This design comes from an exercise in tuning for small area on the open sky130 flow, not from production work.

==> flow/design.v <==
module popcount #(
	parameter W_IN = 8,
	parameter W_OUT = $clog2(W_IN + 1)
) (
	input  wire [W_IN-1:0]  din,
	output wire [W_OUT-1:0] dout
);
reg [W_OUT-1:0] accum;
integer i;
always @ (*) begin
	accum = {W_OUT{1'b0}};
	for (i = 0; i < W_IN; i = i + 1)
		accum = accum + din[i];
end
assign dout = accum;
endmodule
module tmds_minimise (
	input  wire [7:0] d,
	output wire [8:0] q_m
);
wire [2:0] n_d;
popcount #(.W_IN(7)) pc_d (.din(d[7:1]), .dout(n_d));
wire x = n_d[2];
wire [7:0] pre = {^d[7:0], ^d[6:0], ^d[5:0], ^d[4:0], ^d[3:0], ^d[2:0], ^d[1:0], d[0]};
assign q_m = {!x, pre ^ {4{x, 1'b0}}};
endmodule
module tmds_balance (
	input  wire [8:0] q_m,
	input  wire [3:0] imb,
	output wire [9:0] q,
	output wire [3:0] imb_next
);
wire [3:0] n_q;
popcount #(.W_IN(8)) pc_q (.din(q_m[7:0]), .dout(n_q));
wire x = !q_m[8];
wire imb_zero = imb == 4'd0;
wire n_four = n_q == 4'd4;
wire inv = imb_zero || n_four ? x : (imb[3] == (n_q < 4'd4));
assign q = {inv, q_m[8], q_m[7:0] ^ {8{inv}}};
wire [3:0] d_q = n_q - 4'd4;
assign imb_next = inv ? imb + {3'b000, q_m[8]} - d_q : imb + d_q - {3'b000, x};
endmodule
module dvi_timing (
	input  wire clk,
	input  wire rst_n,
	input  wire en,
	output wire vsync,
	output wire hsync,
	output wire den
);
localparam S_FRONT_PORCH = 2'h0;
localparam S_SYNC        = 2'h1;
localparam S_BACK_PORCH  = 2'h2;
localparam S_ACTIVE      = 2'h3;
reg [9:0] h_ctr;
reg [1:0] h_state;
reg [8:0] v_ctr;
reg [1:0] v_state;
wire h_end = h_ctr == 10'd0;
wire v_advance = h_state == S_ACTIVE && h_end;
always @ (posedge clk or negedge rst_n) begin
	if (!rst_n) begin
		h_state <= S_FRONT_PORCH;
		h_ctr <= 10'd0;
	end else if (!en) begin
		h_ctr <= 10'd0;
		h_state <= S_FRONT_PORCH;
	end else begin
		h_ctr <= h_ctr - 1'b1;
		if (h_end) begin
			h_state <= h_state + 1'b1;
			case (h_state)
			S_FRONT_PORCH: h_ctr <= 10'd95;
			S_SYNC:        h_ctr <= 10'd47;
			S_BACK_PORCH:  h_ctr <= 10'd639;
			S_ACTIVE:      h_ctr <= 10'd15;
			endcase
		end
	end
end
always @ (posedge clk or negedge rst_n) begin
	if (!rst_n) begin
		v_state <= S_FRONT_PORCH;
		v_ctr <= 9'd0;
	end else if (!en) begin
		v_ctr <= 9'd0;
		v_state <= S_FRONT_PORCH;
	end else if (v_advance) begin
		v_ctr <= v_ctr - 1'b1;
		if (v_ctr == 9'd0) begin
			v_state <= v_state + 1'b1;
			case (v_state)
			S_FRONT_PORCH: v_ctr <= 9'd1;
			S_SYNC:        v_ctr <= 9'd32;
			S_BACK_PORCH:  v_ctr <= 9'd479;
			S_ACTIVE:      v_ctr <= 9'd9;
			endcase
		end
	end
end
assign hsync = h_state != S_SYNC;
assign vsync = v_state != S_SYNC;
assign den = h_state == S_ACTIVE && v_state == S_ACTIVE;
endmodule
module dvi_tx_parallel (
	input  wire       clk,
	input  wire       rst_n,
	input  wire       en,
	input  wire [7:0] r,
	input  wire [7:0] g,
	input  wire [7:0] b,
	output wire       rgb_rdy,
	output wire [9:0] tmds2,
	output wire [9:0] tmds1,
	output wire [9:0] tmds0
);
wire hsync, vsync, den;
dvi_timing inst_dvi_timing (
	.clk   (clk),
	.rst_n (rst_n),
	.en    (en),
	.vsync (vsync),
	.hsync (hsync),
	.den   (den)
);
assign rgb_rdy = den;
reg started;
reg den1, den2, den3;
reg [1:0] c1, c2;
always @ (posedge clk or negedge rst_n) begin
	if (!rst_n) begin
		started <= 1'b0;
		{den3, den2, den1} <= 3'b000;
		{c2, c1} <= 4'd0;
	end else begin
		started <= 1'b1;
		{den3, den2, den1} <= {den2, den1, den};
		{c2, c1} <= {c1, vsync, hsync};
	end
end
reg [1:0] c3;
always @ (posedge clk)
	c3 <= c2;
reg  [23:0] p1, p2;
reg  [8:0]  m2, m1, m0;
wire [8:0]  m2_nxt, m1_nxt, m0_nxt;
tmds_minimise min2 (.d(p2[23:16]), .q_m(m2_nxt));
tmds_minimise min1 (.d(p2[15:8]),  .q_m(m1_nxt));
tmds_minimise min0 (.d(p2[7:0]),   .q_m(m0_nxt));
always @ (posedge clk) begin
	p1 <= {r, g, b};
	p2 <= p1;
	m2 <= m2_nxt;
	m1 <= m1_nxt;
	m0 <= m0_nxt;
end
reg  [3:0] imb2, imb1, imb0;
wire [3:0] imb2_nxt, imb1_nxt, imb0_nxt;
wire [9:0] e2, e1, e0;
tmds_balance bal2 (.q_m(m2), .imb(imb2), .q(e2), .imb_next(imb2_nxt));
tmds_balance bal1 (.q_m(m1), .imb(imb1), .q(e1), .imb_next(imb1_nxt));
tmds_balance bal0 (.q_m(m0), .imb(imb0), .q(e0), .imb_next(imb0_nxt));
always @ (posedge clk) begin
	imb2 <= den3 ? imb2_nxt : 4'd0;
	imb1 <= den3 ? imb1_nxt : 4'd0;
	imb0 <= den3 ? imb0_nxt : 4'd0;
end
wire [9:0] ctl0 = {c3[1] ~^ c3[0], !c3[0], {3{c3[0], !c3[0]}}, c3[0], c3[0]};
wire [9:0] ctl00 = 10'b1101010100;
assign tmds2 = den3 ? e2 : ctl00 & {10{started}};
assign tmds1 = den3 ? e1 : ctl00 & {10{started}};
assign tmds0 = den3 ? e0 : ctl0  & {10{started}};
endmodule
==> flow/config.mk <==
export PLATFORM = sky130hd
export DESIGN_NAME = dvi_tx_parallel
export DESIGN_NICKNAME = dvi_tx_parallel
export VERILOG_FILES = /design/flow/design.v
export SDC_FILE = /design/flow/constraint.sdc
export NUM_CORES = 4
export LEC_CHECK = 0
export ABC_AREA = 1
export CAP_MARGIN = 20
export CORE_MARGIN = 2
export CORE_UTILIZATION = 40
export SLEW_MARGIN = 20
==> flow/constraint.sdc <==
create_clock -name core_clock -period 6.0 [get_ports {clk}]
set_input_delay 1.2000 -clock core_clock [delete_from_list [all_inputs] [get_ports {clk}]]
set_output_delay 1.2000 -clock core_clock [all_outputs]
set_load 0.01 [all_outputs]
run.sh (not shown) runs the stock make flow with config.mk's settings and CLKGATE_MAP_FILE= SYNTH_SCRIPT=/design/flow/synth_recipe.tcl, a recipe that flattens the netlist after the stock synthesis.
Then changed:
CTS_BUF_LIST = sky130_fd_sc_hd__clkbuf_4   (was default)
CTS_CLUSTER_SIZE = 20   (was default)
Outcome:
- The changed run finished with timing, DRC and antenna clean
- global-route usage climbs by 0.17 points
- clock skew goes up by 0.012 ns
- final area goes down by 4.3%
- worst hold slack improves by 0.010 ns
- register-to-register slack degrades by 0.05 ns
- utilization went down by 2.1 points
- count of clock-buffer cells in the layout decreases by 4
- die area stays the same
Then changed:
CTS_BUF_LIST = sky130_fd_sc_hd__clkbuf_2 sky130_fd_sc_hd__clkbuf_4 sky130_fd_sc_hd__clkbuf_8   (was sky130_fd_sc_hd__clkbuf_4)
CTS_CLUSTER_DIAMETER = 100   (was default)
CTS_CLUSTER_SIZE = 30   (was 20)
The new run completed without violations.
Cell count goes down by 0.49%.
Synthesized cell count stays the same.
Die area does not change.
Clock-buffer cell count goes up by 3.
Global-route usage falls by 0.34 points.
Critical path depth goes down by 1.
Wire length falls by 0.63%.
No run of this note included a check of the RTL's function; only the layout flow was run.

-- re-timing with driven ports --
The results above use ideal ports. As a check the final layouts listed here were re-extracted and re-timed, cells and wires unchanged.
Step 1 sets driving cells, clkbuf_16 on the clock port and buf_2 on the other inputs (assumed; they add their load-dependent delay and slew).
Step 2 times the ports against the registers' clock, not the clock port: input delays grow and output delays shrink by t, the midpoint of the rising clock arrivals with the driver on.
Three values: no drivers, after step 1, after step 2; two values: the first two.
run	t, ns	slack for setup (ns)	worst register clock-pin slew, ns
the first run	0.447	0.059 / 0.022 / 0.469	0.06 / 0.06
the second run	0.552	0.293 / 0.258 / 0.810	0.12 / 0.12
the third run	0.460	0.232 / 0.200 / 0.660	0.08 / 0.08
After both steps setup and hold are still met in every run listed.
